Source: an optimization exercise on an open RTL-to-GDS flow (aim: small area, a short achievable clock period and few clock cycles). Production flows keep margins and buffers that such runs may drop. RTL that was checked went through simulation tests only; none was proved equivalent to the original. Only the layout flow was run in runs 1 to 3; the RTL was not checked for function there.

===== flow/flow/run.sh =====
#!/bin/bash
# Standard synthesis, then the standard flow's own layout with two changes: timing repair
# gets a larger setup margin, so that it keeps working past the constraint's
# period, and the port buffers are plain buffers (sky130_fd_sc_hd__buf_2)
# instead of the delay cells that buffer_ports picks by default.
set -euo pipefail
bash standard.sh synth > synth.log 2>&1
bash standard.sh SETUP_SLACK_MARGIN=10.7 TNS_END_PERCENT=100 \
  "BUFFER_PORTS_ARGS=-buffer_cell sky130_fd_sc_hd__buf_2" finish > layout.log 2>&1

===== flow/standard.sh =====
#!/bin/bash
# synth_recipe.tcl (not shown) runs the flow's synth.tcl, then flattens the netlist and writes it again
# the make line also repeats each setting of config.mk as NAME=value (left out here)
make -C /OpenROAD-flow-scripts/flow DESIGN_CONFIG=/design/flow/config.mk WORK_HOME=/design/flow/orfs CLKGATE_MAP_FILE= SYNTH_SCRIPT=/design/flow/synth_recipe.tcl "${@:-finish}"

===== flow/config.mk =====
export PLATFORM = sky130hd
export DESIGN_NAME = sha256_reduced
export DESIGN_NICKNAME = sha256_reduced
export VERILOG_FILES = /design/flow/design.v
export SDC_FILE = /design/flow/constraint.sdc
export NUM_CORES = 8
export LEC_CHECK = 0
export CAP_MARGIN = 20
export CORE_MARGIN = 2
export CORE_UTILIZATION = 65
export CTS_CLUSTER_DIAMETER = 100
export CTS_CLUSTER_SIZE = 25
export SLEW_MARGIN = 20
export SYNTH_MEMORY_MAX_BITS = 4096

===== flow/constraint.sdc =====
create_clock -name core_clock -period 15.0 [get_ports {clk}]
set_input_delay 3.0000 -clock core_clock [delete_from_list [all_inputs] [get_ports {clk}]]
set_output_delay 3.0000 -clock core_clock [all_outputs]
set_load 0.01 [all_outputs]

===== flow/design.v =====
module k_rom (
    input  logic [5:0] kSel,
    output logic [31:0] kBus
);
    always_comb begin
        case (kSel)
                00: kBus = 32'h428a2f98;
                01: kBus = 32'h71374491;
                02: kBus = 32'hb5c0fbcf;
                03: kBus = 32'he9b5dba5;
                04: kBus = 32'h3956c25b;
                05: kBus = 32'h59f111f1;
                06: kBus = 32'h923f82a4;
                07: kBus = 32'hab1c5ed5;
                08: kBus = 32'hd807aa98;
                09: kBus = 32'h12835b01;
                10: kBus = 32'h243185be;
                11: kBus = 32'h550c7dc3;
                12: kBus = 32'h72be5d74;
                13: kBus = 32'h80deb1fe;
                14: kBus = 32'h9bdc06a7;
                15: kBus = 32'hc19bf174;
                16: kBus = 32'he49b69c1;
                17: kBus = 32'hefbe4786;
                18: kBus = 32'h0fc19dc6;
                19: kBus = 32'h240ca1cc;
                20: kBus = 32'h2de92c6f;
                21: kBus = 32'h4a7484aa;
                22: kBus = 32'h5cb0a9dc;
                23: kBus = 32'h76f988da;
                24: kBus = 32'h983e5152;
                25: kBus = 32'ha831c66d;
                26: kBus = 32'hb00327c8;
                27: kBus = 32'hbf597fc7;
                28: kBus = 32'hc6e00bf3;
                29: kBus = 32'hd5a79147;
                30: kBus = 32'h06ca6351;
                31: kBus = 32'h14292967;
                32: kBus = 32'h27b70a85;
                33: kBus = 32'h2e1b2138;
                34: kBus = 32'h4d2c6dfc;
                35: kBus = 32'h53380d13;
                36: kBus = 32'h650a7354;
                37: kBus = 32'h766a0abb;
                38: kBus = 32'h81c2c92e;
                39: kBus = 32'h92722c85;
                40: kBus = 32'ha2bfe8a1;
                41: kBus = 32'ha81a664b;
                42: kBus = 32'hc24b8b70;
                43: kBus = 32'hc76c51a3;
                44: kBus = 32'hd192e819;
                45: kBus = 32'hd6990624;
                46: kBus = 32'hf40e3585;
                47: kBus = 32'h106aa070;
                48: kBus = 32'h19a4c116;
                49: kBus = 32'h1e376c08;
                50: kBus = 32'h2748774c;
                51: kBus = 32'h34b0bcb5;
                52: kBus = 32'h391c0cb3;
                53: kBus = 32'h4ed8aa4a;
                54: kBus = 32'h5b9cca4f;
                55: kBus = 32'h682e6ff3;
                56: kBus = 32'h748f82ee;
                57: kBus = 32'h78a5636f;
                58: kBus = 32'h84c87814;
                59: kBus = 32'h8cc70208;
                60: kBus = 32'h90befffa;
                61: kBus = 32'ha4506ceb;
                62: kBus = 32'hbef9a3f7;
                63: kBus = 32'hc67178f2;
            default: kBus = 32'h00000000;
        endcase
    end
endmodule: k_rom
module sha256_reduced (
    input  logic        clk,
    input  logic        rst_n,
    input  logic        enable,
    input  logic [7:0]  data_in,
    input  logic        data_valid,
    input  logic        end_of_file,
    output logic        ready,
    output logic [31:0] hash_out,
    output logic        hash_valid
);
    localparam int FD = 14;    
    localparam int NB = 45;    
    function automatic logic [31:0] rotr(input logic [31:0] x, input int n);
        rotr = (x >> n) | (x << (32 - n));
    endfunction
    function automatic logic [31:0] bsig0(input logic [31:0] x);
        bsig0 = rotr(x, 2) ^ rotr(x, 13) ^ rotr(x, 22);
    endfunction
    function automatic logic [31:0] bsig1(input logic [31:0] x);
        bsig1 = rotr(x, 6) ^ rotr(x, 11) ^ rotr(x, 25);
    endfunction
    function automatic logic [31:0] ssig0(input logic [31:0] x);
        ssig0 = rotr(x, 7) ^ rotr(x, 18) ^ (x >> 3);
    endfunction
    function automatic logic [31:0] ssig1(input logic [31:0] x);
        ssig1 = rotr(x, 17) ^ rotr(x, 19) ^ (x >> 10);
    endfunction
    function automatic logic [31:0] csum(input logic [31:0] x, input logic [31:0] y, input logic [31:0] z);
        csum = x ^ y ^ z;
    endfunction
    function automatic logic [31:0] ccar(input logic [31:0] x, input logic [31:0] y, input logic [31:0] z);
        ccar = {((x[30:0] & y[30:0]) | (x[30:0] & z[30:0]) | (y[30:0] & z[30:0])), 1'b0};
    endfunction
    function automatic logic [63:0] comp42(input logic [31:0] x1, input logic [31:0] x2,
                                           input logic [31:0] x3, input logic [31:0] x4);
        logic [31:0] p, t, co, ss, cc;
        p  = x1 ^ x2;
        t  = p ^ (x3 ^ x4);
        co = {(p[30:0] & x3[30:0]) | (~p[30:0] & x1[30:0]), 1'b0};
        ss = t ^ co;
        cc = {(t[30:0] & co[30:0]) | (~t[30:0] & x4[30:0]), 1'b0};
        comp42 = {ss, cc};
    endfunction
    function automatic logic [31:0] skadd(input logic [31:0] x, input logic [31:0] y);
        logic [31:0] gg, pp, g2, p2;
        gg = x & y; pp = x ^ y;
        for (int k = 1; k < 32; k = k * 2) begin
            g2 = gg; p2 = pp;
            for (int i = 0; i < 32; i++) begin
                if ((i / k) % 2 == 1) begin
                    g2[i] = gg[i] | (pp[i] & gg[(i / k) * k - 1]);
                    p2[i] = pp[i] & pp[(i / k) * k - 1];
                end
            end
            gg = g2; pp = p2;
        end
        skadd = (x ^ y) ^ {gg[30:0], 1'b0};
    endfunction
    logic       iv, ie, ien;
    logic [7:0] id;
    always_ff @(posedge clk or negedge rst_n) begin
        if (!rst_n) begin
            iv  <= 1'b0;
            ie  <= 1'b0;
            ien <= 1'b0;
        end else begin
            iv  <= data_valid;
            ie  <= end_of_file;
            ien <= enable;
        end
    end
    always_ff @(posedge clk) id <= data_in;
    logic        started;     
    logic        rx;          
    logic        eof_done;    
    logic        pad80;       
    logic [1:0]  bc;          
    logic [7:0]  nbytes;      
    logic [23:0] asm_q;
    logic        rdy_q;       
    assign ready = rdy_q;
    wire start  = ~started & iv & ien;
    wire byte_v = rx & iv;
    wire wrd    = byte_v & ((bc == 2'd3) | ie);    
    logic byp;                                      
    wire push   = wrd & ~byp;                       
    logic [31:0] wdata;
    always_comb begin
        case (bc)
            2'd0:    wdata = {id, 8'h80, 16'h0000};
            2'd1:    wdata = {asm_q[7:0], id, 8'h80, 8'h00};
            2'd2:    wdata = {asm_q[15:0], id, 8'h80};
            default: wdata = {asm_q, id};
        endcase
    end
    always_ff @(posedge clk) begin
        if (byte_v) asm_q <= {asm_q[15:0], id};
    end
    logic [FD-1:0][31:0] fq;
    logic [FD-1:0]       occ;      
    logic                fne;      
    logic                pop;
    always_ff @(posedge clk) begin
        if (push) fq <= {fq[FD-2:0], wdata};
    end
    logic [31:0] fhead;
    always_comb begin
        fhead = '0;
        for (int i = 0; i < FD; i++) fhead |= fq[i] & {32{occ[i]}};
    end
    always_ff @(posedge clk or negedge rst_n) begin
        if (!rst_n) begin
            occ <= '0;
            fne <= 1'b0;
        end else if (push & ~pop) begin
            occ <= {occ[FD-2:0], ~fne};
            fne <= 1'b1;
        end else if (pop & ~push) begin
            occ <= {1'b0, occ[FD-1:1]};
            fne <= ~occ[0];
        end
    end
    localparam logic [1:0] P_IDLE = 2'd0, P_RUN = 2'd1, P_OUT = 2'd2, P_DONE = 2'd3;
    logic [1:0]  ph;
    logic [6:0]  st;
    logic        bnd;        
    logic        srcm;       
    logic        nm;         
    logic        ffq;        
    logic        zero_op;    
    logic        pad14;      
    logic        lastblk;    
    logic [1:0]  stl;        
    logic [31:0] a, b, c, d, e, f, g, h;
    logic [31:0] kq;         
    logic [31:0] dl;         
    logic [3:0][31:0] xa, xe;   
    logic [15:0][31:0] w;
    logic [7:1]  osel;
    logic [31:0] hout;
    logic        hv;
    wire run      = (ph == P_RUN);
    wire avail    = fne | eof_done | wrd;
    wire stalling = (stl != 2'd0);
    wire stall    = stalling | (run & nm & ~avail);
    wire adv      = run & ~stall;
    wire ffstep   = adv & ffq;
    wire ld_r     = adv & ~bnd;
    wire ld_b     = adv & bnd;
    assign pop = adv & srcm & fne;
    assign byp = adv & srcm & ~fne & wrd;
    wire [6:0] st_next = (st == 7'd64) ? 7'd0 : st + 7'd1;
    logic       advq, ldrq, ldbq, ffsq;
    wire        init_go = (ph == P_IDLE) & started & (thr | eof_done);
    wire        fin     = ld_b & lastblk;
    wire        run_n   = init_go | (run & ~fin);
    wire [1:0]  stl_n   = stall ? stl + 2'd1 : 2'd0;
    wire        nm_n    = init_go ? 1'b0 :
                          adv ? ((st_next <= 7'd14) | ((st_next == 7'd64) & ~lastblk)) : nm;
    wire        bnd_n   = init_go ? 1'b0 : adv ? (st_next == 7'd0) : bnd;
    wire        ffq_n   = init_go ? 1'b1 : adv ? ((st_next >= 7'd62) | (st_next == 7'd0)) : ffq;
    wire        fne_n   = (push & ~pop) ? 1'b1 : (pop & ~push) ? ~occ[0] : fne;
    wire        eofd_n  = eof_done | (start & ie) | (byte_v & ie);
    wire        rx_n    = (start & ~ie) | (rx & ~(byte_v & ie));
    wire [1:0]  bc_n    = byte_v ? bc + 2'd1 : bc;
    wire        wrd_n   = rx_n & data_valid & ((bc_n == 2'd3) | end_of_file);
    wire        adv_n   = run_n & (stl_n == 2'd0) & ~(nm_n & ~fne_n & ~eofd_n & ~wrd_n);
    logic [31:0] padword;
    always_comb begin
        if (pad80)                       padword = 32'h80000000;
        else if ((st == 7'd14) & pad14)  padword = {21'b0, nbytes, 3'b000};
        else                             padword = 32'h0;
    end
    wire [31:0] mval = fne ? fhead : wrd ? wdata : padword;
    wire [31:0] ws1  = ssig1(w[14]);
    wire [31:0] ws0  = ssig0(w[1]);
    wire [63:0] wc   = comp42(w[9], w[0], ws0, ws1);
    wire [31:0] wsch = wc[63:32] + wc[31:0];
    wire [31:0] wnew = srcm ? mval : wsch;
    logic [31:0] knext;
    k_rom krom (.kSel(adv ? st_next[5:0] : st[5:0]), .kBus(knext));
    wire [31:0] s1  = bsig1(e);
    wire [31:0] s0  = bsig0(a);
    wire [31:0] ch  = (e & f) | (~e & g);
    wire [31:0] maj = (a & b) | (c & (a | b));
    wire [63:0] ac  = comp42(dl, maj, ch, s0);
    wire [31:0] ax3 = csum(ac[63:32], ac[31:0], s1);
    wire [31:0] ay3 = ccar(ac[63:32], ac[31:0], s1);
    wire [31:0] an  = skadd(ax3, ay3);
    wire [63:0] ec  = comp42(dl, d, ch, s1);
    wire [31:0] en  = skadd(ec[63:32], ec[31:0]);
    wire [31:0] hsrc = bnd ? xe[1] : g;
    wire [31:0] px1  = csum(hsrc, kq, w[15]);
    wire [31:0] py1  = ccar(hsrc, kq, w[15]);
    logic [31:0] iva, ive;
    always_comb begin
        case (st)
            7'd62:   begin iva = 32'ha54ff53a; ive = 32'h5be0cd19; end
            7'd63:   begin iva = 32'h3c6ef372; ive = 32'h1f83d9ab; end
            7'd64:   begin iva = 32'hbb67ae85; ive = 32'h9b05688c; end
            default: begin iva = 32'h6a09e667; ive = 32'h510e527f; end
        endcase
    end
    wire [31:0] suma = zero_op ? iva : xa[0] + a;
    wire [31:0] sume = zero_op ? ive : xe[0] + e;
    wire [31:0] a_alt = ldbq ? suma : d;
    wire [31:0] e_alt = ldbq ? sume : h;
    always_ff @(posedge clk) begin
        w <= {(advq ? wnew  : w[12]), w[15:13],
              (advq ? w[12] : w[8]),  w[11:9],
              (advq ? w[8]  : w[4]),  w[7:5],
              (advq ? w[4]  : w[0]),  w[3:1]};
        a <= ldrq ? an : a_alt;
        b <= ldbq ? xa[3] : a;
        c <= ldbq ? xa[2] : b;
        d <= ldbq ? xa[1] : c;
        e <= ldrq ? en : e_alt;
        f <= ldbq ? xe[3] : e;
        g <= ldbq ? xe[2] : f;
        h <= ldbq ? xe[1] : g;
        kq <= knext;
        if (advq) begin
            dl  <= px1 + py1;
        end
        if (ffsq) begin
            xa <= {suma, xa[3:1]};
            xe <= {sume, xe[3:1]};
        end
    end
    always_ff @(posedge clk) begin
        hout <= ({32{fin}} & suma) |
                ({32{osel[1] | osel[3]}} & b) | ({32{osel[2]}} & d) |
                ({32{osel[4] | osel[6]}} & h) | ({32{osel[5] | osel[7]}} & f);
    end
    assign hash_out   = hout;
    assign hash_valid = hv;
    always_ff @(posedge clk) begin
        rdy_q <= ~(started | start);
        hv    <= fin | (|osel);
    end
    wire thr = (nbytes >= 8'(NB));
    always_ff @(posedge clk or negedge rst_n) begin
        if (!rst_n) begin
            started  <= 1'b0;
            rx       <= 1'b0;
            eof_done <= 1'b0;
            pad80    <= 1'b0;
            bc       <= 2'd0;
            nbytes   <= 8'd0;
            ph       <= P_IDLE;
            st       <= 7'd0;
            bnd      <= 1'b0;
            srcm     <= 1'b0;
            nm       <= 1'b0;
            ffq      <= 1'b0;
            zero_op  <= 1'b0;
            pad14    <= 1'b0;
            lastblk  <= 1'b0;
            stl      <= 2'd0;
            advq     <= 1'b0;
            ldrq     <= 1'b0;
            ldbq     <= 1'b0;
            ffsq     <= 1'b0;
            osel     <= 7'd0;
        end else begin
            if (start) begin
                started <= 1'b1;
                if (ie) begin
                    eof_done <= 1'b1;
                    pad80    <= 1'b1;
                end else begin
                    rx <= 1'b1;
                end
            end
            if (byte_v) begin
                bc     <= bc + 2'd1;
                nbytes <= nbytes + 8'd1;
                if (ie) begin
                    rx       <= 1'b0;
                    eof_done <= 1'b1;
                    pad80    <= (bc == 2'd3);
                end
            end
            if (init_go) begin
                ph      <= P_RUN;
                st      <= 7'd62;
                bnd     <= 1'b0;
                srcm    <= 1'b0;
                nm      <= 1'b0;
                ffq     <= 1'b1;
                zero_op <= 1'b1;
            end
            stl  <= stl_n;
            advq <= adv_n;
            ldrq <= adv_n & ~bnd_n;
            ldbq <= adv_n & bnd_n;
            ffsq <= adv_n & ffq_n;
            if (adv) begin
                st   <= st_next;
                bnd  <= (st_next == 7'd0);
                srcm <= (st_next <= 7'd14) | (st_next == 7'd64);
                nm   <= (st_next <= 7'd14) | ((st_next == 7'd64) & ~lastblk);
                ffq  <= (st_next >= 7'd62) | (st_next == 7'd0);
                if (srcm & ~fne & ~wrd & pad80) pad80 <= 1'b0;
                if (st == 7'd13) pad14 <= ~fne & ~wrd & ~pad80;
                if ((st == 7'd14) & ~fne & ~wrd & pad14) lastblk <= 1'b1;
                if (bnd) begin
                    zero_op <= 1'b0;
                    if (lastblk) ph <= P_OUT;
                end
            end
            osel <= {osel[6:1], fin};
            if (osel[7]) ph <= P_DONE;
        end
    end
endmodule

==> impl_metrics.prom, run 1 <==
# TYPE chip_impl_metric gauge
chip_impl_info{name="hold_path.class",value="register to register"} 1
chip_impl_metric{name="drt_pre_antenna_iters",unit=""} 7
chip_impl_info{name="hold_end",value="w[53]"} 1
chip_impl_info{name="cp_cell_sequence",value="and2_4 -> nor3_4 -> nor2_4 -> xnor2_2 -> maj3_2 -> fa_1 -> inv_1 -> ha_4 -> a211oi_2 -> o211a_1 -> or4b_4 -> a21oi_4 -> nand4b_1 -> and2_4 -> a211oi_4 -> o21bai_1 -> xnor2_1 -> a22oi_1"} 1
chip_impl_metric{name="async_flop_share",unit="%"} 3.67
chip_impl_info{name="timing.critical_path.slowest_stage_cell",value="sky130_fd_sc_hd__or4b_4"} 1
chip_impl_metric{name="globalRoute.totalOverflow",unit=""} 0
chip_impl_metric{name="detailedRoute.firstIterationViolations",unit=""} 5348
chip_impl_metric{name="layout.cell_area.non_filler",unit="sq um"} 79700
chip_impl_metric{name="start_util",unit="%"} 65.5
chip_impl_metric{name="postRouteAntennaNets",unit=""} 0
chip_impl_metric{name="design.core.area",unit="sq um"} 112000
chip_impl_metric{name="synth_area_per_cell",unit="sq um"} 12.0
chip_impl_metric{name="num_vias",unit=""} 49000
chip_impl_metric{name="reg2reg_depth",unit=""} 18
chip_impl_info{name="root_buffer",value="sky130_fd_sc_hd__clkbuf_16"} 1
chip_impl_info{name="cp_top_family",value="simple AND/OR/NAND/NOR gates"} 1
chip_impl_metric{name="tightest_slew",unit="ns"} 1.12
chip_impl_metric{name="clk_pin_slew",unit="ns"} 0.10
chip_impl_metric{name="cts_hold_buffers",unit=""} 0
chip_impl_info{name="ys_dominant_reg_cell",value="sky130_fd_sc_hd__dfxtp_1"} 1
chip_impl_info{name="cpMostUsedCell",value="sky130_fd_sc_hd__and2_4"} 1
chip_impl_metric{name="design.portCount",unit=""} 47
chip_impl_info{name="path_class",value="register to register"} 1
chip_impl_metric{name="dieHeight",unit="um"} 340
chip_impl_metric{name="worst_ep_required_time",unit="ns"} 15.54
chip_impl_metric{name="hpwlAfterDp",unit="um"} 148000
chip_impl_metric{name="synthesis.instances",unit=""} 6144
chip_impl_metric{name="slew_headroom",unit="%"} 25.3
chip_impl_info{name="critical_path.reg2reg.startpoint",value="f[1]"} 1
chip_impl_metric{name="grt_start_max_net_pins",unit=""} 99
chip_impl_metric{name="cts.sink_count",unit=""} 1663
chip_impl_metric{name="final.setup_skew",unit="ns"} 0.0409
chip_impl_info{name="status",value="finished clean"} 1
chip_impl_metric{name="flow.area_growth_from_synthesis",unit="%"} 8.22
chip_impl_info{name="grt_setup_unrepaired",value="yes"} 1
chip_impl_metric{name="synthesis.area",unit="sq um"} 73600
chip_impl_metric{name="synth-edff-count",unit=""} 760
chip_impl_metric{name="grt_first_pass_wirelength",unit="um"} 304000
chip_impl_metric{name="worstSkewPairLatency",unit="ns"} 0.72
chip_impl_info{name="hold_path_startpoint",value="w[85]"} 1
chip_impl_info{name="worst_setup_ep_type",value="register"} 1
chip_impl_metric{name="drc",unit=""} 0
chip_impl_metric{name="detailed_place.area",unit="sq um"} 75100
chip_impl_metric{name="drive_gt1_share",unit="%"} 15.4
chip_impl_metric{name="worstPathBufferInverterCount",unit=""} 1
chip_impl_metric{name="cts_max_path_buffers",unit=""} 3
chip_impl_metric{name="finalMaxSlewViolations",unit=""} 0
chip_impl_metric{name="report.final.setup_viol",unit=""} 0
chip_impl_metric{name="route.detailed.vias_per_inst",unit=""} 6.40
chip_impl_metric{name="cts_made_buffers",unit=""} 78
chip_impl_info{name="critical_path.startpoint_type",value="register"} 1
chip_impl_metric{name="post-route-min-period",unit="ns"} 4.43
chip_impl_metric{name="setup-tns-final",unit="ns"} 0
chip_impl_metric{name="fmax",unit="MHz"} 226
chip_impl_metric{name="synth_register_bits",unit=""} 1663
chip_impl_metric{name="cts.htree.levels",unit=""} 3
chip_impl_metric{name="cpPeakStageDelay",unit="ns"} 0.62
chip_impl_metric{name="max-cap-violations",unit=""} 0
chip_impl_metric{name="gp_congestion",unit=""} 0.983
chip_impl_metric{name="timing.final.crit_share",unit="%"} 29.5
chip_impl_metric{name="reg2reg_setup_slack",unit="ns"} 10.57
chip_impl_metric{name="number_of_global_route_vias_before_repair",unit=""} 46800
chip_impl_info{name="tritoncts_clock_tree",value="done"} 1
chip_impl_metric{name="grt_antenna_before_repair",unit=""} 2
chip_impl_metric{name="synth.yosys.seq_area_share",unit="%"} 56.0
chip_impl_metric{name="finalHoldViolCount",unit=""} 0
chip_impl_metric{name="yosys_cell_types",unit=""} 95
chip_impl_metric{name="min_delay_path_depth",unit=""} 0
chip_impl_metric{name="layout_net_count",unit=""} 6408
chip_impl_metric{name="synth_fp_nets",unit=""} 6443
chip_impl_metric{name="rows",unit=""} 123
chip_impl_metric{name="floorplan.die_area",unit="sq um"} 116000
chip_impl_metric{name="synth_warn",unit=""} 2
chip_impl_metric{name="chipWidth",unit="um"} 340
chip_impl_metric{name="detail_route.wl_per_cell",unit="um"} 27.1
chip_impl_metric{name="critPathMaxFanout",unit=""} 3
chip_impl_metric{name="globalRouteTotalUtil",unit="%"} 35.2
chip_impl_metric{name="postRouteWirelength",unit="um"} 207000
chip_impl_metric{name="place.port_buffers",unit=""} 46
chip_impl_metric{name="crit_arrival",unit="ns"} 4.97
chip_impl_info{name="regToRegEndpoint",value="a[31]"} 1
cells in the mapped netlist (33+ instances only):
master                     count  share of area, %
sky130_fd_sc_hd__dfxtp_1     842                23
sky130_fd_sc_hd__edfxtp_1    760                31
sky130_fd_sc_hd__xnor2_1     476               5.7
sky130_fd_sc_hd__nand2_1     353               1.8
sky130_fd_sc_hd__nor2_1      346               1.8
sky130_fd_sc_hd__mux2_2      330               5.0
sky130_fd_sc_hd__o21ai_0     313               2.1
sky130_fd_sc_hd__a21oi_1     257               1.7
sky130_fd_sc_hd__clkbuf_1    252               1.3
sky130_fd_sc_hd__xor2_1      230               2.7
sky130_fd_sc_hd__ha_1        213               3.6
sky130_fd_sc_hd__a22oi_1     204               2.1
sky130_fd_sc_hd__inv_1       164              0.84
sky130_fd_sc_hd__maj3_1      114               1.6
sky130_fd_sc_hd__nand3_1     100              0.68
sky130_fd_sc_hd__fa_1         73               2.0
sky130_fd_sc_hd__a221oi_1     70              0.83
sky130_fd_sc_hd__mux2i_1      68              0.92
sky130_fd_sc_hd__nor3_1       64              0.44
sky130_fd_sc_hd__dfrtp_1      61               2.1
sky130_fd_sc_hd__o211ai_1     57              0.58
sky130_fd_sc_hd__a21o_1       56              0.57
sky130_fd_sc_hd__a22o_1       50              0.60
sky130_fd_sc_hd__o21a_1       48              0.49
sky130_fd_sc_hd__nor2b_1      43              0.37
sky130_fd_sc_hd__a31oi_1      41              0.35
sky130_fd_sc_hd__a211oi_1     40              0.41
sky130_fd_sc_hd__nand2b_1     36              0.31
sky130_fd_sc_hd__and2_1       34              0.29
sky130_fd_sc_hd__nand4_1      34              0.29
sky130_fd_sc_hd__buf_1        33              0.17
layout make-up:
type                       count  area [sq um]
antenna                        2          5.00
clock buffer                 119          2130
clock inverter                12           205
fill                        7929         32700
inverter                     169           644
multi-input combinational   3992         31900
sequential                  1663         41400
tap                         1500          1880
timing repair buffer         203          1520
timing repair inverter         2          12.5
state kept, by name (all words and copies together), names as in the netlist, 7 cells and up, named ones only:
register,cells
dl,32
xe,128
g,32
a,32
occ,14
w,512
hout,32
h,32
b,32
d,32
e,32
fq,448
f,32
xa,128
nbytes,8
st,7
c,32
asm_q,24
id,8
kq,32
osel,7
cells by family (layout without fill, tap and decap cells):
group	Yosys count	after routing	synth area share, %
DFF	1663	1663	56.0
adders and majority gates	400	400	7.16
other	0	2	0
and+or+nand+nor	1085	1085	6.64
xor gates and xnor gates	726	726	9.04
AOI/OAI and AO/OA	1382	1382	12.6
muxes	399	399	6.00
buffers and inverters	489	505	2.58
through the flow:
step / hold WS, ns / std cells / setup WS [ns] / util, %
after floorplan: 0.310 / 6144 / 5.33 / -
after global placement: 0.309 / 7442 / 9.22 / 66.9
after detailed placement: 0.312 / 7442 / 9.09 / 66.9
after CTS: 0.318 / 7634 / 10.67 / 70.3
after global routing: 0.324 / 7660 / 10.38 / 70.9
final: 0.314 / 7662 / 10.57 / 70.9
cell usage in the layout (no fill, tap or decap), types with 56 or more instances in the layout:
cell type	n
sky130_fd_sc_hd__nand2_1	352
sky130_fd_sc_hd__a21oi_1	253
sky130_fd_sc_hd__o211ai_1	57
sky130_fd_sc_hd__nor3_1	57
sky130_fd_sc_hd__dfxtp_1	763
sky130_fd_sc_hd__o21ai_0	282
sky130_fd_sc_hd__a22oi_1	203
sky130_fd_sc_hd__nor2_1	330
sky130_fd_sc_hd__mux2i_1	61
sky130_fd_sc_hd__maj3_1	99
sky130_fd_sc_hd__clkbuf_16	79
sky130_fd_sc_hd__nand3_1	100
sky130_fd_sc_hd__xnor2_1	425
sky130_fd_sc_hd__a221oi_1	70
sky130_fd_sc_hd__mux2_2	327
sky130_fd_sc_hd__buf_4	144
sky130_fd_sc_hd__inv_1	159
sky130_fd_sc_hd__a21o_1	56
sky130_fd_sc_hd__ha_1	190
sky130_fd_sc_hd__xor2_1	222
sky130_fd_sc_hd__fa_1	71
sky130_fd_sc_hd__edfxtp_1	760
timing repair:
action	4_1_cts	5_1_grt
pin swaps	62	44
setup buffers	59	25
setup endpoints to repair	437	144
resized for setup	259	122
endpoints found under the hold margin	0	0
gates cloned	2	1
routing by layer:
layer,wire length (um),share of wire [%],up-vias,track usage (%)
li1,-,-,22200,-
met1,83500,40,24100,47.5
met2,94700,46,2234,55.5
met3,15400,7.4,499,4.70
met4,13900,6.7,2,19.4
met5,9,0.0043,-,0
worst max path at each step:
stage	start	end	slack [ns]	cells past startpoint
finish	f[1]	a[31]	10.57	18
global route	e[3]	a[28]	10.38	18
CTS	e[13]	a[31]	10.67	18
detailed placement	bc[1]	fq[369]	9.09	9
global placement	bc[1]	fq[337]	9.22	9
floorplan	bc[1]	ldrq	5.33	17
==> run 2, diff against run 1 <==
--- a/flow/config.mk
+++ b/flow/config.mk
@@ -7,7 +7,7 @@
 export LEC_CHECK = 0
 export CAP_MARGIN = 20
 export CORE_MARGIN = 2
-export CORE_UTILIZATION = 65
+export CORE_UTILIZATION = 55
 export CTS_CLUSTER_DIAMETER = 100
 export CTS_CLUSTER_SIZE = 25
 export SLEW_MARGIN = 20
==> impl_metrics.prom, run 2 <==
# TYPE chip_impl_metric gauge
chip_impl_info{name="status",value="finished clean"} 1
chip_impl_metric{name="timing.final.crit_share",unit="%"} 29.5
chip_impl_metric{name="largest_register_ffs",unit=""} 512
chip_impl_metric{name="postRouteAntennaNets",unit=""} 0
chip_impl_metric{name="cts.sink_count",unit=""} 1663
chip_impl_info{name="layout.cells.most_common",value="sky130_fd_sc_hd__edfxtp_1"} 1
chip_impl_metric{name="worst_ep_required_time",unit="ns"} 15.62
chip_impl_metric{name="postRouteWirelength",unit="um"} 217000
chip_impl_metric{name="place.port_buffers",unit=""} 46
chip_impl_metric{name="synth.yosys.seq_area_share",unit="%"} 56.0
chip_impl_info{name="post-synth-top-count-cell",value="sky130_fd_sc_hd__dfxtp_1"} 1
chip_impl_metric{name="yosys_cell_types",unit=""} 95
chip_impl_metric{name="reg2reg_setup_slack",unit="ns"} 10.58
chip_impl_info{name="critical_path.reg2reg.startpoint",value="e[13]"} 1
chip_impl_info{name="grt_setup_unrepaired",value="yes"} 1
chip_impl_info{name="final_cell_mix",value="760 x sky130_fd_sc_hd__edfxtp_1, 748 x sky130_fd_sc_hd__dfxtp_1, 420 x sky130_fd_sc_hd__xnor2_1"} 1
chip_impl_metric{name="critPathMaxFanout",unit=""} 3
chip_impl_metric{name="synthesis.instances",unit=""} 6144
chip_impl_info{name="path_class",value="register to register"} 1
chip_impl_metric{name="start_util",unit="%"} 55.3
chip_impl_metric{name="number_of_global_route_vias_before_repair",unit=""} 46000
chip_impl_metric{name="layout_net_count",unit=""} 6422
chip_impl_metric{name="globalRoute.totalOverflow",unit=""} 0
chip_impl_metric{name="clk_pin_slew",unit="ns"} 0.11
chip_impl_metric{name="finalMaxSlewViolations",unit=""} 0
chip_impl_metric{name="synth.mux.area_fraction",unit="%"} 6.00
chip_impl_metric{name="design.portCount",unit=""} 47
chip_impl_metric{name="reg2reg_depth",unit=""} 18
chip_impl_metric{name="synthesis.area",unit="sq um"} 73600
chip_impl_metric{name="gp_congestion",unit=""} 0.980
chip_impl_info{name="regToRegEndpoint",value="a[30]"} 1
chip_impl_metric{name="rows",unit=""} 134
chip_impl_metric{name="synth_adder_area_share",unit="%"} 7.16
chip_impl_metric{name="cts.htree.levels",unit=""} 3
chip_impl_metric{name="synth-compound-area-share",unit="%"} 12.6
chip_impl_info{name="registers.top_by_ff_count",value="w"} 1
chip_impl_metric{name="report.final.setup_viol",unit=""} 0
chip_impl_metric{name="crit_arrival",unit="ns"} 5.04
chip_impl_info{name="top_regs",value="w: 512 flops, fq: 448 flops"} 1
chip_impl_metric{name="floorplan.die_area",unit="sq um"} 137000
chip_impl_metric{name="final.setup_skew",unit="ns"} 0.0353
chip_impl_metric{name="synth_fp_nets",unit=""} 6443
chip_impl_metric{name="async_flop_share",unit="%"} 3.67
chip_impl_metric{name="detail_route.wl_per_cell",unit="um"} 27.3
chip_impl_metric{name="design.core.area",unit="sq um"} 133000
chip_impl_metric{name="worstSkewPairLatency",unit="ns"} 0.73
chip_impl_info{name="largest_family_of_logic_cells_by_synthesized_area",value="compound AO/OA/AOI/OAI gates"} 1
chip_impl_metric{name="synth-edff-count",unit=""} 760
chip_impl_metric{name="flow.area_growth_from_synthesis",unit="%"} 9.16
chip_impl_metric{name="tightest_slew",unit="ns"} 1.12
chip_impl_metric{name="grt_first_pass_wirelength",unit="um"} 314000
chip_impl_metric{name="drive_gt1_share",unit="%"} 16.4
chip_impl_info{name="hold_path.class",value="register to register"} 1
chip_impl_metric{name="cts_made_buffers",unit=""} 78
chip_impl_metric{name="post_synth_and_or_nand_nor_area_fraction",unit="%"} 6.64
chip_impl_metric{name="grt_start_max_net_pins",unit=""} 88
chip_impl_metric{name="cts_hold_buffers",unit=""} 0
chip_impl_metric{name="drc",unit=""} 0
chip_impl_info{name="critical_path.startpoint_type",value="register"} 1
chip_impl_info{name="synth_top_cells_by_count",value="842 x sky130_fd_sc_hd__dfxtp_1, 760 x sky130_fd_sc_hd__edfxtp_1, 476 x sky130_fd_sc_hd__xnor2_1, 353 x sky130_fd_sc_hd__nand2_1, 346 x sky130_fd_sc_hd__nor2_1"} 1
chip_impl_metric{name="synth_area_per_cell",unit="sq um"} 12.0
chip_impl_metric{name="hpwlAfterDp",unit="um"} 156000
chip_impl_metric{name="synth_register_bits",unit=""} 1663
chip_impl_info{name="synth.largest_area_cell",value="sky130_fd_sc_hd__edfxtp_1"} 1
chip_impl_metric{name="grt_antenna_before_repair",unit=""} 7
chip_impl_metric{name="min_delay_path_depth",unit=""} 0
chip_impl_metric{name="post-synth-top-area-fraction",unit="%"} 31.0
chip_impl_metric{name="post-route-min-period",unit="ns"} 4.42
chip_impl_metric{name="slew_headroom",unit="%"} 25.0
chip_impl_metric{name="max-cap-violations",unit=""} 0
chip_impl_metric{name="finalHoldViolCount",unit=""} 0
chip_impl_metric{name="setup-tns-final",unit="ns"} 0
chip_impl_metric{name="detailedRoute.firstIterationViolations",unit=""} 4948
chip_impl_metric{name="globalRouteTotalUtil",unit="%"} 31.1
chip_impl_info{name="hold_end",value="w[407]"} 1
chip_impl_info{name="tritoncts_clock_tree",value="done"} 1
chip_impl_metric{name="chipWidth",unit="um"} 370
chip_impl_metric{name="fmax",unit="MHz"} 226
chip_impl_metric{name="dieHeight",unit="um"} 370
chip_impl_info{name="hold_path_startpoint",value="w[439]"} 1
chip_impl_info{name="ys_dominant_reg_cell",value="sky130_fd_sc_hd__dfxtp_1"} 1
chip_impl_metric{name="num_vias",unit=""} 48400
chip_impl_metric{name="drt_pre_antenna_iters",unit=""} 8
chip_impl_metric{name="cts_max_path_buffers",unit=""} 3
chip_impl_info{name="worst_setup_ep_type",value="register"} 1
chip_impl_metric{name="route.detailed.vias_per_inst",unit=""} 6.09
chip_impl_metric{name="parity_gate_share_of_the_synthesized_area_counting_xor_and_xnor_cells",unit="%"} 9.04
chip_impl_metric{name="finish.utilization",unit="%"} 60.4
chip_impl_info{name="synthTopCellsByArea",value="sky130_fd_sc_hd__edfxtp_1 31%, sky130_fd_sc_hd__dfxtp_1 23%, sky130_fd_sc_hd__xnor2_1 5.7%"} 1
chip_impl_metric{name="synth_warn",unit=""} 2
chip_impl_info{name="root_buffer",value="sky130_fd_sc_hd__clkbuf_16"} 1
-- run 2: cell types whose count changed in the layout (fill, tap and decap cells not counted), moves of 6 or more --
| cell | delta |
|---|---|
| sky130_fd_sc_hd__buf_4 | +10 |
| sky130_fd_sc_hd__nor2_2 | +8 |
| sky130_fd_sc_hd__xor2_1 | -7 |
| sky130_fd_sc_hd__dfxtp_2 | +10 |
| sky130_fd_sc_hd__dfxtp_1 | -15 |
| sky130_fd_sc_hd__maj3_1 | -6 |
| sky130_fd_sc_hd__maj3_2 | +6 |
-- run 2: critical path: stages (launching register included) --
cell and delay, ns:
sky130_fd_sc_hd__dfxtp_4 0.36, sky130_fd_sc_hd__mux2_4 0.32, sky130_fd_sc_hd__and2_4 0.19, sky130_fd_sc_hd__nor2_4 0.11
sky130_fd_sc_hd__xnor2_2 0.09, sky130_fd_sc_hd__maj3_2 0.31, sky130_fd_sc_hd__fa_1 0.52, sky130_fd_sc_hd__inv_2 0.05
sky130_fd_sc_hd__ha_4 0.25, sky130_fd_sc_hd__and4_4 0.23, sky130_fd_sc_hd__nand4_1 0.13, sky130_fd_sc_hd__or4b_4 0.61
sky130_fd_sc_hd__a21oi_4 0.22, sky130_fd_sc_hd__nand4b_1 0.20, sky130_fd_sc_hd__and2_4 0.20, sky130_fd_sc_hd__a211oi_4 0.06
sky130_fd_sc_hd__buf_4 0.14, sky130_fd_sc_hd__xnor2_2 0.12, sky130_fd_sc_hd__a22oi_1 0.21
-- run 2: kinds of logic (layout without fill, tap and decap cells) --
| group | count (synthesis) | count (layout) |
|---|---|---|
| AO/OA/AOI/OAI | 1382 | 1383 |
| multiplexers | 399 | 399 |
| flip-flops | 1663 | 1663 |
| adder cells (fa/ha/maj) | 400 | 400 |
| buffers and inverters | 489 | 516 |
| XOR/XNOR | 726 | 726 |
| other | 0 | 2 |
| AND/OR/NAND/NOR | 1085 | 1085 |
-- run 2: how the worst max path moves through the flow --
stage	startpoint	to	cells after the start
finish	e[13]	a[30]	18
global route	e[20]	a[31]	18
CTS	e[13]	a[31]	18
detailed placement	bc[1]	fq[424]	9
global placement	bnd	dl[30]	14
floorplan	bc[1]	ldrq	17
-- run 2: cell type report --
class	count	area [sq um]
antenna	2	5.00
clock buffer	117	2180
clock inverter	12	160
fill	10900	52800
inverter	169	647
multi-input combinational	3993	32100
sequential	1663	41400
tap	1768	2210
timing repair buffer	218	1660
-- run 2: what timing repair did --
item                       CTS  global route
setup endpoints to repair  255           220
cloned                       1             1
pin swaps                   66            52
gates resized for setup    274           165
buffers inserted            55            37
-- run 2: metrics by stage --
stage	cells	cell area [sq um]	worst slack [ns]	hold slack (ns)
finish	7942	80300	10.58	0.314
global route	7940	80300	10.42	0.322
CTS	7901	79300	10.63	0.318
detailed placement	7716	75500	9.88	0.312
global placement	7716	75500	9.92	0.310
floorplan	6144	73700	5.33	0.310
-- run 2: routing by layer --
metal	up-vias	wire length (um)	GRT usage, %
met5	-	11	0
met4	2	11600	14.3
met3	397	12400	3.41
met2	1780	99000	48.9
met1	24000	93500	43.6
li1	22200	-	-
==> run 3, diff against run 2 <==
--- a/flow/config.mk
+++ b/flow/config.mk
@@ -7,7 +7,7 @@
 export LEC_CHECK = 0
 export CAP_MARGIN = 20
 export CORE_MARGIN = 2
-export CORE_UTILIZATION = 55
+export CORE_UTILIZATION = 60
 export CTS_CLUSTER_DIAMETER = 100
 export CTS_CLUSTER_SIZE = 25
 export SLEW_MARGIN = 20
==> impl_metrics.prom, run 3 <==
# TYPE chip_impl_metric gauge
chip_impl_metric{name="postRouteAntennaNets",unit=""} 0
chip_impl_metric{name="postRouteWirelength",unit="um"} 213000
chip_impl_info{name="layout.cells.most_common",value="sky130_fd_sc_hd__edfxtp_1"} 1
chip_impl_metric{name="globalRoute.totalOverflow",unit=""} 0
chip_impl_info{name="hold_path.class",value="register to register"} 1
chip_impl_metric{name="slew_headroom",unit="%"} 23.8
chip_impl_metric{name="gp_congestion",unit=""} 0.949
chip_impl_metric{name="final.setup_skew",unit="ns"} 0.0460
chip_impl_metric{name="layout_net_count",unit=""} 6404
chip_impl_metric{name="fmax",unit="MHz"} 227
chip_impl_metric{name="post-route-min-period",unit="ns"} 4.40
chip_impl_metric{name="cts.sink_count",unit=""} 1663
chip_impl_metric{name="number_of_global_route_vias_before_repair",unit=""} 46200
chip_impl_info{name="post-synth-top-count-cell",value="sky130_fd_sc_hd__dfxtp_1"} 1
chip_impl_metric{name="parity_gate_share_of_the_synthesized_area_counting_xor_and_xnor_cells",unit="%"} 9.04
chip_impl_metric{name="max-cap-violations",unit=""} 0
chip_impl_info{name="root_buffer",value="sky130_fd_sc_hd__clkbuf_16"} 1
chip_impl_metric{name="synth_warn",unit=""} 2
chip_impl_info{name="synth_top_cells_by_count",value="842 x sky130_fd_sc_hd__dfxtp_1, 760 x sky130_fd_sc_hd__edfxtp_1, 476 x sky130_fd_sc_hd__xnor2_1, 353 x sky130_fd_sc_hd__nand2_1, 346 x sky130_fd_sc_hd__nor2_1"} 1
chip_impl_metric{name="dieHeight",unit="um"} 354
chip_impl_metric{name="cts.htree.levels",unit=""} 3
chip_impl_metric{name="tightest_slew",unit="ns"} 1.14
chip_impl_metric{name="worstPathBufferInverterCount",unit=""} 2
chip_impl_info{name="cp_cell_sequence",value="and2_4 -> o21a_2 -> nor2_4 -> xor2_2 -> buf_4 -> xnor2_2 -> fa_1 -> inv_2 -> ha_4 -> o211ai_1 -> o211a_1 -> or4b_4 -> a21oi_4 -> nand4b_1 -> and2_4 -> a21o_1 -> a31oi_1 -> xor2_1 -> o21ai_0"} 1
chip_impl_metric{name="route.detailed.vias_per_inst",unit=""} 6.25
chip_impl_metric{name="cts_max_path_buffers",unit=""} 3
chip_impl_metric{name="num-fill-cells",unit=""} 9305
chip_impl_metric{name="synth.mux.area_fraction",unit="%"} 6.00
chip_impl_metric{name="grt_antenna_before_repair",unit=""} 5
chip_impl_metric{name="grt_start_max_net_pins",unit=""} 168
chip_impl_metric{name="synth_adder_area_share",unit="%"} 7.16
chip_impl_metric{name="synthesis.instances",unit=""} 6144
chip_impl_metric{name="timing.final.crit_share",unit="%"} 29.4
chip_impl_metric{name="clk_pin_slew",unit="ns"} 0.10
chip_impl_metric{name="synth-edff-count",unit=""} 760
chip_impl_metric{name="globalRouteTotalUtil",unit="%"} 33.1
chip_impl_info{name="ys_dominant_reg_cell",value="sky130_fd_sc_hd__dfxtp_1"} 1
chip_impl_metric{name="report.final.setup_viol",unit=""} 0
chip_impl_metric{name="design.core.area",unit="sq um"} 122000
chip_impl_metric{name="synth_register_bits",unit=""} 1663
chip_impl_metric{name="start_util",unit="%"} 60.5
chip_impl_metric{name="synth_area_per_cell",unit="sq um"} 12.0
chip_impl_metric{name="drc",unit=""} 0
chip_impl_metric{name="synth.yosys.seq_area_share",unit="%"} 56.0
chip_impl_metric{name="detail_route.wl_per_cell",unit="um"} 27.3
chip_impl_info{name="path_class",value="register to register"} 1
chip_impl_metric{name="worst_ep_required_time",unit="ns"} 15.54
chip_impl_metric{name="rows",unit=""} 128
chip_impl_metric{name="synth-compound-area-share",unit="%"} 12.6
chip_impl_metric{name="instances_no_fill",unit=""} 7784
chip_impl_metric{name="grt_first_pass_wirelength",unit="um"} 308000
chip_impl_metric{name="design.portCount",unit=""} 47
chip_impl_metric{name="finalHoldViolCount",unit=""} 0
chip_impl_metric{name="sequential_cell_area",unit="sq um"} 41400
chip_impl_metric{name="yosys_cell_types",unit=""} 95
chip_impl_metric{name="finalMaxSlewViolations",unit=""} 0
chip_impl_metric{name="synthesis.area",unit="sq um"} 73600
chip_impl_metric{name="drive_gt1_share",unit="%"} 15.7
chip_impl_metric{name="detailedRoute.firstIterationViolations",unit=""} 5339
chip_impl_metric{name="hpwlAfterDp",unit="um"} 151000
chip_impl_metric{name="chipWidth",unit="um"} 354
chip_impl_metric{name="num_vias",unit=""} 48600
chip_impl_metric{name="floorplan.die_area",unit="sq um"} 125000
chip_impl_metric{name="synth_fp_nets",unit=""} 6443
chip_impl_info{name="critical_path.startpoint_type",value="register"} 1
chip_impl_info{name="cp_top_family",value="simple AND/OR/NAND/NOR gates"} 1
chip_impl_metric{name="drt_pre_antenna_iters",unit=""} 6
chip_impl_info{name="timing.critical_path.slowest_stage_cell",value="sky130_fd_sc_hd__or4b_4"} 1
chip_impl_metric{name="cpPeakStageDelay",unit="ns"} 0.63
chip_impl_metric{name="post-synth-top-area-fraction",unit="%"} 31.0
chip_impl_info{name="worst_setup_ep_type",value="register"} 1
chip_impl_metric{name="setup-tns-final",unit="ns"} 0
chip_impl_metric{name="place.detailed.instances",unit=""} 7560
chip_impl_info{name="synthTopCellsByArea",value="sky130_fd_sc_hd__edfxtp_1 31%, sky130_fd_sc_hd__dfxtp_1 23%, sky130_fd_sc_hd__xnor2_1 5.7%"} 1
chip_impl_info{name="synth.largest_area_cell",value="sky130_fd_sc_hd__edfxtp_1"} 1
chip_impl_info{name="grt_setup_unrepaired",value="yes"} 1
chip_impl_metric{name="largest_register_ffs",unit=""} 512
chip_impl_info{name="status",value="finished clean"} 1
chip_impl_metric{name="post_synth_and_or_nand_nor_area_fraction",unit="%"} 6.64
chip_impl_metric{name="cts_made_buffers",unit=""} 78
chip_impl_metric{name="multi_input_area",unit="sq um"} 31900
chip_impl_metric{name="place.port_buffers",unit=""} 46
chip_impl_metric{name="async_flop_share",unit="%"} 3.67
chip_impl_metric{name="worstSkewPairLatency",unit="ns"} 0.73
chip_impl_metric{name="crit_arrival",unit="ns"} 4.94
chip_impl_info{name="top_regs",value="w: 512 flops, fq: 448 flops"} 1
chip_impl_metric{name="critPathMaxFanout",unit=""} 4
chip_impl_info{name="cpMostUsedCell",value="sky130_fd_sc_hd__and2_4"} 1
chip_impl_info{name="registers.top_by_ff_count",value="w"} 1
chip_impl_metric{name="flow.area_growth_from_synthesis",unit="%"} 8.46
chip_impl_info{name="largest_family_of_logic_cells_by_synthesized_area",value="compound AO/OA/AOI/OAI gates"} 1
chip_impl_info{name="tritoncts_clock_tree",value="done"} 1
chip_impl_info{name="final_cell_mix",value="760 x sky130_fd_sc_hd__edfxtp_1, 753 x sky130_fd_sc_hd__dfxtp_1, 433 x sky130_fd_sc_hd__xnor2_1"} 1
-- run 3: timing repair --
action                                  in CTS  in global routing
buffers inserted                            55                 33
pin swaps                                   69                 57
resized for setup                          258                134
gates cloned                                 2                  0
hold buffers                                 0                  0
endpoints found under the setup margin     444                227
-- run 3: final cells by class --
class	instances	share of cell area, %
flip-flops and latches	1663	51.9
multi-input cells	3992	40.0
clock buffers	118	2.66
well taps	1625	2.55
repair buffers	200	1.86
inverters	169	0.802
clock inverters	14	0.293
repair inverters	1	0.00627
diodes	2	0.00627
-- run 3: routing by layer --
metal | routed length, um | global-route usage, % | part of all wire (%) | vias up
li1 | - | - | - | 22200
met1 | 88600 | 45.5 | 42 | 24100
met2 | 98700 | 53.2 | 46 | 1971
met3 | 13500 | 3.48 | 6.3 | 381
met4 | 11800 | 15.6 | 5.6 | 2
met5 | 13 | 0 | 0.0061 | -
-- run 3: final timing paths --
check,from,endpoint,slack (ns),depth (start not counted)
min in group asynchronous,rst_n,osel[6],2.45,2
min reg2reg,w[90],w[58],0.31,0
min,w[90],w[58],0.31,0
max,e[3],a[29],10.60,19
max in group asynchronous,rst_n,ldbq,11.80,2
max reg2reg,e[3],a[29],10.60,19
-- run 3: cell families after synthesis --
| logic type | count (synthesis) |
|---|---|
| DFF | 1663 |
| AOI/OAI and AO/OA | 1382 |
| and+or+nand+nor | 1085 |
| xor gates and xnor gates | 726 |
| buffers and inverters | 489 |
| adders and majority gates | 400 |
| muxes | 399 |
-- run 3: through the flow --
step / worst slack (ns) / util (%) / area [sq um] / hold WS [ns]
after floorplan: 5.33 / - / 73700 / 0.310
after global placement: 9.97 / 61.8 / 75300 / 0.310
after detailed placement: 9.83 / 61.8 / 75300 / 0.312
after CTS: 10.68 / 64.9 / 79000 / 0.319
after global routing: 10.39 / 65.6 / 79800 / 0.325
final: 10.60 / 65.6 / 79800 / 0.309
==> run 4, diff against run 3 <==
--- a/flow/design.v
+++ b/flow/design.v
@@ -84,7 +84,7 @@
     output logic        hash_valid
 );
     localparam int FD = 14;    
-    localparam int NB = 45;    
+    localparam int NB = 1;
     function automatic logic [31:0] rotr(input logic [31:0] x, input int n);
         rotr = (x >> n) | (x << (32 - n));
     endfunction
@@ -311,7 +311,10 @@
     assign hash_valid = hv;
     always_ff @(posedge clk) begin
         rdy_q <= ~(started | start);
-        hv    <= fin | (|osel);
+    end
+    always_ff @(posedge clk or negedge rst_n) begin
+        if (!rst_n) hv <= 1'b0;
+        else        hv <= fin | (|osel);
     end
     wire thr = (nbytes >= 8'(NB));
     always_ff @(posedge clk or negedge rst_n) begin
==> impl_metrics.prom, run 4 <==
# TYPE chip_impl_metric gauge
chip_impl_info{name="status",value="finished clean"} 1
chip_impl_metric{name="cts_made_buffers",unit=""} 77
chip_impl_metric{name="grt_start_max_net_pins",unit=""} 213
chip_impl_info{name="synth_top_cells_by_count",value="841 x sky130_fd_sc_hd__dfxtp_1, 760 x sky130_fd_sc_hd__edfxtp_1, 465 x sky130_fd_sc_hd__xnor2_1, 354 x sky130_fd_sc_hd__nand2_1, 333 x sky130_fd_sc_hd__nor2_1"} 1
chip_impl_metric{name="design.portCount",unit=""} 47
chip_impl_metric{name="gp_congestion",unit=""} 0.968
chip_impl_info{name="registers.top_by_ff_count",value="w"} 1
chip_impl_metric{name="yosys_cell_types",unit=""} 90
chip_impl_info{name="critical_path.startpoint_type",value="register"} 1
chip_impl_metric{name="post-route-min-period",unit="ns"} 4.34
chip_impl_info{name="final_cell_mix",value="762 x sky130_fd_sc_hd__dfxtp_1, 760 x sky130_fd_sc_hd__edfxtp_1, 425 x sky130_fd_sc_hd__xnor2_1"} 1
chip_impl_info{name="root_buffer",value="sky130_fd_sc_hd__clkbuf_16"} 1
chip_impl_metric{name="dpl_worst_slack",unit="ns"} 9.95
chip_impl_metric{name="drt_pre_antenna_iters",unit=""} 6
chip_impl_metric{name="slew_headroom",unit="%"} 23.2
chip_impl_info{name="tritoncts_clock_tree",value="done"} 1
chip_impl_info{name="synthTopCellsByArea",value="sky130_fd_sc_hd__edfxtp_1 31%, sky130_fd_sc_hd__dfxtp_1 23%, sky130_fd_sc_hd__xnor2_1 5.5%"} 1
chip_impl_metric{name="drive_gt1_share",unit="%"} 14.4
chip_impl_metric{name="rows",unit=""} 128
chip_impl_metric{name="synthesis.area",unit="sq um"} 73800
chip_impl_metric{name="num-fill-cells",unit=""} 9370
chip_impl_metric{name="postRouteWirelength",unit="um"} 211000
chip_impl_metric{name="grt_first_pass_wirelength",unit="um"} 308000
chip_impl_metric{name="timing.final.crit_share",unit="%"} 29.0
chip_impl_info{name="post-synth-top-count-cell",value="sky130_fd_sc_hd__dfxtp_1"} 1
chip_impl_metric{name="finalMaxSlewViolations",unit=""} 0
chip_impl_metric{name="synth-edff-count",unit=""} 760
chip_impl_metric{name="cts.sink_count",unit=""} 1663
chip_impl_metric{name="final.setup_skew",unit="ns"} 0.0478
chip_impl_metric{name="fmax",unit="MHz"} 230
chip_impl_metric{name="tightest_slew",unit="ns"} 1.15
chip_impl_metric{name="num_vias",unit=""} 48800
chip_impl_metric{name="crit_arrival",unit="ns"} 4.98
chip_impl_metric{name="worst_ep_required_time",unit="ns"} 15.63
chip_impl_metric{name="synth_fp_nets",unit=""} 6477
chip_impl_metric{name="met2_usage",unit="%"} 52.9
chip_impl_metric{name="layout_net_count",unit=""} 6404
chip_impl_metric{name="globalRoute.totalOverflow",unit=""} 0
chip_impl_metric{name="place.port_buffers",unit=""} 46
chip_impl_info{name="synth.largest_area_cell",value="sky130_fd_sc_hd__edfxtp_1"} 1
chip_impl_metric{name="finalHoldViolCount",unit=""} 0
chip_impl_metric{name="critPathMaxFanout",unit=""} 6
chip_impl_metric{name="hpwlAfterDp",unit="um"} 149000
chip_impl_metric{name="floorplan.die_area",unit="sq um"} 126000
chip_impl_metric{name="number_of_global_route_vias_before_repair",unit=""} 46800
chip_impl_metric{name="antenna_cells",unit=""} 0
chip_impl_info{name="top_regs",value="w: 512 flops, fq: 448 flops"} 1
chip_impl_metric{name="clk_pin_slew",unit="ns"} 0.10
chip_impl_metric{name="cts.htree.levels",unit=""} 3
chip_impl_info{name="ys_dominant_reg_cell",value="sky130_fd_sc_hd__dfxtp_1"} 1
chip_impl_metric{name="flow.area_growth_from_synthesis",unit="%"} 7.84
chip_impl_metric{name="synth_area_per_cell",unit="sq um"} 11.9
chip_impl_metric{name="report.final.setup_viol",unit=""} 0
chip_impl_metric{name="setup-tns-final",unit="ns"} 0
chip_impl_info{name="worst_setup_ep_type",value="register"} 1
chip_impl_metric{name="async_flop_share",unit="%"} 3.73
chip_impl_metric{name="grt_use_met3",unit="%"} 3.30
chip_impl_metric{name="final_critical_path_setup_slack",unit="ns"} 10.66
chip_impl_info{name="grt_setup_unrepaired",value="yes"} 1
chip_impl_metric{name="drc",unit=""} 0
chip_impl_metric{name="dieHeight",unit="um"} 355
chip_impl_info{name="layout.cells.most_common",value="sky130_fd_sc_hd__dfxtp_1"} 1
chip_impl_metric{name="postRouteAntennaNets",unit=""} 0
chip_impl_metric{name="design.core.area",unit="sq um"} 122000
chip_impl_metric{name="post-synth-top-area-fraction",unit="%"} 30.9
chip_impl_metric{name="max-cap-violations",unit=""} 0
chip_impl_metric{name="detailedRoute.firstIterationViolations",unit=""} 5412
chip_impl_metric{name="synthesis.instances",unit=""} 6178
chip_impl_metric{name="largest_register_ffs",unit=""} 512
chip_impl_info{name="top_usage_layer_grt",value="met2"} 1
chip_impl_metric{name="route.detailed.vias_per_inst",unit=""} 6.28
chip_impl_metric{name="synth.yosys.seq_area_share",unit="%"} 55.9
chip_impl_metric{name="detail_route.wl_per_cell",unit="um"} 27.1
chip_impl_metric{name="use_met1",unit="%"} 45.4
chip_impl_metric{name="chipWidth",unit="um"} 355
chip_impl_metric{name="globalRouteTotalUtil",unit="%"} 32.9
chip_impl_metric{name="finish.utilization",unit="%"} 65.3
chip_impl_metric{name="synth_register_bits",unit=""} 1663
chip_impl_info{name="path_class",value="register to register"} 1
chip_impl_metric{name="cts_max_path_buffers",unit=""} 3
chip_impl_metric{name="synth_warn",unit=""} 2
chip_impl_metric{name="grt_antenna_before_repair",unit=""} 4
chip_impl_info{name="hold_path.class",value="register to register"} 1
chip_impl_metric{name="start_util",unit="%"} 60.5
chip_impl_metric{name="cts_hold_buffers",unit=""} 0
chip_impl_metric{name="worstSkewPairLatency",unit="ns"} 0.75
==> run 4: cell count changes in the layout (fill, tap and decap cells not counted), moves of 10 or more <==
cell                       delta
sky130_fd_sc_hd__a21oi_1     +10
sky130_fd_sc_hd__o21a_1      -10
sky130_fd_sc_hd__a21o_1      +54
sky130_fd_sc_hd__o311ai_1    +10
sky130_fd_sc_hd__nor2_1      -11
sky130_fd_sc_hd__and3_1      +16
sky130_fd_sc_hd__nand3_1     -11
sky130_fd_sc_hd__o211ai_1    -15
sky130_fd_sc_hd__o21ai_0     -28
sky130_fd_sc_hd__a31oi_1     +16
sky130_fd_sc_hd__inv_1       +19
sky130_fd_sc_hd__o21ai_1     +27
sky130_fd_sc_hd__buf_4       -30
==> run 4: cells by family after synthesis <==
logic type | share of synthesized area, %
xor+xnor | 8.96
compound gates | 12.8
mux | 6.04
fa+ha+maj | 7.14
flops | 55.9
buf+inv | 2.60
simple gates | 6.59
==> run 4: worst paths after layout <==
check / from / endpoint / slack [ns] / cells after the start
worst max-delay path: e[11] / a[31] / 10.66 / 16
worst min-delay path: w[365] / w[333] / 0.32 / 0
worst max register to register: e[11] / a[31] / 10.66 / 16
worst min register to register: w[365] / w[333] / 0.32 / 0
max in group asynchronous: rst_n / ldbq / 11.81 / 1
min in group asynchronous: rst_n / occ[13] / 2.42 / 1
==> run 4: area by class of cell <==
type	count	area (sq um)	share of cell area, %
sequential	1663	41400	52.0
clock inverter	11	189	0.237
tap	1625	2030	2.56
timing repair buffer	165	1240	1.56
inverter	184	694	0.873
clock buffer	116	2110	2.66
multi-input combinational	4014	31900	40.1
==> run 4: timing repair <==
item	CTS	global route
pin swaps	31	40
buffers inserted	27	23
hold endpoints to repair	0	0
gates resized for setup	187	147
endpoints found under the setup margin	56	47
gates cloned	1	0
==> run 4: layer usage <==
metal	wire length, um	vias to the layer above
met5	0	-
met4	11200	0
met3	13500	415
met2	97600	2050
met1	88400	24200
li1	-	22200
==> run 4: worst max-delay path, stage by stage (launching register included) <==
cell	delay [ns]
sky130_fd_sc_hd__dfxtp_4	0.41
sky130_fd_sc_hd__mux2_2	0.40
sky130_fd_sc_hd__xor2_2	0.18
sky130_fd_sc_hd__xor2_2	0.17
sky130_fd_sc_hd__maj3_1	0.41
sky130_fd_sc_hd__fa_1	0.49
sky130_fd_sc_hd__ha_4	0.28
sky130_fd_sc_hd__a21o_1	0.16
sky130_fd_sc_hd__a21o_1	0.18
sky130_fd_sc_hd__a21oi_2	0.19
sky130_fd_sc_hd__o22a_1	0.22
sky130_fd_sc_hd__o31ai_4	0.13
sky130_fd_sc_hd__nand3_2	0.11
sky130_fd_sc_hd__a31oi_1	0.10
sky130_fd_sc_hd__and2_4	0.17
sky130_fd_sc_hd__or4_1	0.47
sky130_fd_sc_hd__o2111a_1	0.15
==> run 4: through the flow <==
| step | hold slack, ns | cell area (sq um) | instances |
|---|---|---|---|
| after detailed placement | 0.312 | 75500 | 7599 |
| after floorplan | 0.310 | 73900 | 6178 |
| after global routing | 0.333 | 79600 | 7778 |
| after global placement | 0.310 | 75500 | 7599 |
| after CTS | 0.319 | 78700 | 7754 |
| final | 0.321 | 79600 | 7778 |
Testbench counts of run 4, summed over its fixed seeds: cycles 20,365.

[re-timing with driven ports]
The results above use ideal ports. As a check the final layouts listed here were re-extracted and re-timed, cells and wires unchanged. Step 1 (the two cells are an assumption about what drives the block):
set clk [get_ports {clk}]
set_driving_cell -lib_cell sky130_fd_sc_hd__clkbuf_16 $clk
set_driving_cell -lib_cell sky130_fd_sc_hd__buf_2 [delete_from_list [all_inputs] $clk]
Step 2, shift: input delay + t, output delay - t, t = (earliest + latest rising clock arrival at the registers) / 2. This alone moves slack from input paths to output paths. Three values: no drivers, after step 1, after step 2; two values: the first two.
run | shift t [ns] | slack for setup (ns) | worst setup path at the end | worst register clock-pin slew, ns | worst data-port slew with drivers (ns)
run 1 | 0.773 | 10.574 / 10.574 / 10.574 | register to register | 0.11 / 0.11 | 0.04
run 2 | 0.794 | 10.580 / 10.580 / 10.580 | register to register | 0.11 / 0.11 | 0.03
run 3 | 0.784 | 10.597 / 10.597 / 10.597 | register to register | 0.11 / 0.11 | 0.03
run 4 | 0.798 | 10.657 / 10.657 / 10.542 | input to register | 0.11 / 0.11 | 0.04
After both steps every run listed still meets setup and hold. For run 4, which loses most, drivers alone change the setup slack by 0.000 ns; drivers and shift together by -0.115 ns.
